This design comes from an exercise in tuning for small area, a short achievable clock period and few clock cycles per item on the open sky130 flow, not from production work. Power and IR drop assume default switching activity.

Setup of v32:
==> flow/design.v (excerpt) <==
module adler32(
    input clock,
    input rst_n,
    input size_valid,
    input [31:0] size,
    input data_start,
    input [7:0] data,
    output checksum_valid,
    output [31:0] checksum
);
    reg  [7:0]  d_q;       
    reg         ds_q;      
    reg         fa;        
    reg  [31:0] held;      
    reg         held_ok;   
    reg  [31:0] cnt;       
    reg         active;    
    reg         f2;        
    reg  [15:0] A, B;
    reg         vld;
    wire [31:0] cnt_m = ds_q ? held : cnt;
    wire        f1 = active & (cnt_m == 32'd0);    
    wire [15:0] a_in = fa ? 16'd0 : A;
    wire [8:0]  sl = a_in[7:0] + d_q + fa;
    wire [7:0]  ah1 = a_in[15:8] + 8'd1;
    wire        hff = &a_in[15:8];
    wire        hfe = (a_in[15:8] == 8'hFE);
    wire        lge = &sl[7:4] & |sl[3:0];                   
    wire        ga = sl[8] ? (hff | (hfe & lge)) : (hff & lge);   
    wire [7:0]  la = sl[7:0] + 8'd15;
    wire [15:0] a_nx = ga ? {8'd0, la} : {sl[8] ? ah1 : a_in[15:8], sl[7:0]};
    wire [16:0] xb = B + A;
    wire        nz = |xb[3:0];
    wire        gb = xb[16] | (&xb[15:4] & nz);
    wire [15:0] yb = {xb[15:4] + {11'd0, nz}, xb[3:0] - 4'd1};
    wire [15:0] b_nx = gb ? yb : xb[15:0];
    always @(posedge clock) begin
        d_q  <= f1 ? 8'd0 : data;
        ds_q <= data_start & rst_n;
        fa   <= ds_q;
        if (size_valid)
            held <= size;
        if (!rst_n) begin
            held_ok <= 1'b0;
            active  <= 1'b0;
            f2      <= 1'b0;
            vld     <= 1'b0;
        end else begin
            if (size_valid)
                held_ok <= 1'b1;
            if (ds_q)
                active <= held_ok;
            else if (f1)
                active <= 1'b0;
            f2  <= f1;
            vld <= f2;
        end
        cnt <= cnt_m - 32'd1;
        A <= a_nx;
        B <= fa ? 16'd0 : b_nx;
    end
    assign checksum_valid = vld;
    assign checksum = {B, A};
endmodule
==> module adler32, before the edit <==
module adler32(
    input clock,
    input rst_n,
    input size_valid,
    input [31:0] size,
    input data_start,
    input [7:0] data,
    output checksum_valid,
    output [31:0] checksum
);
    reg  [7:0]  d_q;       
    reg         ds_q;      
    reg         fa;        
    reg  [31:0] held;      
    reg         held_ok;   
    reg  [31:0] cnt;       
    reg         active;    
    reg         f2;        
    reg  [15:0] A, B;
    reg         vld;
    wire [31:0] cnt_m = ds_q ? held : cnt;
    wire        f1 = active & (cnt_m == 32'd0);    
    wire [15:0] a_in = fa ? 16'd0 : A;
    wire [8:0]  sl = a_in[7:0] + d_q + fa;
    wire [7:0]  ah1 = a_in[15:8] + 8'd1;
    wire        hff = &a_in[15:8];
    wire        hfe = (a_in[15:8] == 8'hFE);
    wire        lge = &sl[7:4] & |sl[3:0];                   
    wire        ga = sl[8] ? (hff | (hfe & lge)) : (hff & lge);   
    wire [7:0]  la = sl[7:0] + 8'd15;
    wire [15:0] a_nx = ga ? {8'd0, la} : {sl[8] ? ah1 : a_in[15:8], sl[7:0]};
    wire [16:0] xb = B + A;
    wire        nz = |xb[3:0];
    wire        gb = xb[16] | (&xb[15:4] & nz);
    wire [15:0] yb = {xb[15:4] + {11'd0, nz}, xb[3:0] - 4'd1};
    wire [15:0] b_nx = gb ? yb : xb[15:0];
    always @(posedge clock) begin
        d_q  <= f1 ? 8'd0 : data;
        ds_q <= data_start & rst_n;
        fa   <= ds_q;
        if (size_valid)
            held <= size;
        if (!rst_n) begin
            held_ok <= 1'b0;
            active  <= 1'b0;
            f2      <= 1'b0;
            vld     <= 1'b0;
        end else begin
            if (size_valid)
                held_ok <= 1'b1;
            if (ds_q)
                active <= held_ok;
            else if (f1)
                active <= 1'b0;
            f2  <= f1;
            vld <= f2;
        end
        cnt <= cnt_m - 32'd1;
        A <= a_nx;
        B <= fa ? 16'd0 : b_nx;
    end
    assign checksum_valid = vld;
    assign checksum = {B, A};
endmodule
clock: 7.5 ns
lec_check: 0
abc_area: 1
cap_margin: 20
core_margin: 2
core_utilization: 40
setup_slack_margin: 4.8
slew_margin: 20
standard.sh (not shown) runs the stock make flow with config.mk's settings and CLKGATE_MAP_FILE= SYNTH_SCRIPT=/design/flow/synth_recipe.tcl, a recipe that flattens the netlist after the stock synthesis.
==> flow/flow/run.sh <==
#!/bin/bash
# Standard layout, with plain buffers on the ports.
export BUFFER_PORTS_ARGS="-buffer_cell sky130_fd_sc_hd__buf_2"
bash standard.sh > standard.log 2>&1
#### Input delta (v35 over v32)
==> flow/design.v <==
module adler32(
    input clock,
    input rst_n,
    input size_valid,
    input [31:0] size,
    input data_start,
    input [7:0] data,
    output checksum_valid,
    output [31:0] checksum
);
    reg  [7:0]  d_q;       
    reg         ds_q;      
    reg         fa;        
    reg  [31:0] held;      
    reg         held_ok;   
    reg  [31:0] cnt;       
    reg         active;    
    reg         f2;        
    reg  [15:0] A, B;
    reg         vld;
    wire f1 = active & (cnt == 32'd1);    
    wire [15:0] a_in = fa ? 16'd0 : A;
    wire [8:0]  sl = a_in[7:0] + d_q + fa;
    wire [9:0]  tl = a_in[7:0] + d_q + 10'd15;
    wire [7:0]  ah1 = a_in[15:8] + 8'd1;
    wire        hff = &a_in[15:8];
    wire        hfe = (a_in[15:8] == 8'hFE);
    wire        ga = (hff & (tl[8] | tl[9])) | (hfe & tl[9]);   
    wire [15:0] a_nx = ga ? {8'd0, tl[7:0]} : {sl[8] ? ah1 : a_in[15:8], sl[7:0]};
    wire [16:0] xb = B + A;
    wire [16:0] yb = B + A + 17'd15;
    wire [15:0] b_nx = yb[16] ? yb[15:0] : xb[15:0];
    always @(posedge clock) begin
        d_q  <= f1 ? 8'd0 : data;
        ds_q <= data_start & rst_n;
        fa   <= ds_q;
        if (size_valid)
            held <= size;
        if (!rst_n) begin
            held_ok <= 1'b0;
            active  <= 1'b0;
            f2      <= 1'b0;
            vld     <= 1'b0;
        end else begin
            if (size_valid)
                held_ok <= 1'b1;
            if (ds_q)
                active <= held_ok;
            else if (f1)
                active <= 1'b0;
            f2  <= f1;
            vld <= f2;
        end
        cnt <= ds_q ? held : cnt - 32'd1;
        A <= a_nx;
        B <= fa ? 16'd0 : b_nx;
    end
    assign checksum_valid = vld;
    assign checksum = {B, A};
endmodule
Results
- Part of the cycle the worst path needs across v32 and v35: no real change.
- v35: number of combinational gates with multiple inputs 3.7% above v32
- v35: count of distinct cell types in the synthesized netlist is about 11% lower than what v32 reported.
- Fraction of standard cell area that is sequential in v35 is 0.50 points lower than in v32
- Changes observed in v35 relative to v32: core utilization down 0.79 points; arithmetic-cell share of the synthesized area counting full adders, half adders and majority gates up 2.6 points; minimum period implied by the final worst setup slack flat; total power up 37 µW; clock power up about 4%.
- [compare] base=v32 new=v35: die area +1.8%, total via count after detailed routing +2.2%, post-place instance area +about 1.8%.
- v35 vs v32, logic depth of the worst setup path including buffers went down by 1.
No run of this note included a check of the RTL's function; only the layout flow was run.

static timing again, ports no longer ideal:
Ports are ideal in the flow. The routed layouts listed here were re-timed in OpenROAD.
Step 1, drivers: a clkbuf_16 drives clock and a buf_2 each remaining input, both assumed.
Step 2 adds t to the input delays and takes it off the output delays; t is the mean of the earliest and latest rising clock arrival at the registers after step 1. Input paths then give back, and output paths get back, about the clock's delay inside the block.
Slacks: no drivers / after step 1 / after step 2; pairs: no drivers / after step 1.
| run | shift t [ns] | setup WS [ns] | slew at the worst register clock pin (ns) |
|---|---|---|---|
| v32 | 0.388 | 4.832 / 4.832 / 4.832 | 0.08 / 0.08 |
| v35 | 0.391 | 4.833 / 4.833 / 4.833 | 0.08 / 0.08 |
After both steps setup and hold are still met in every run listed.
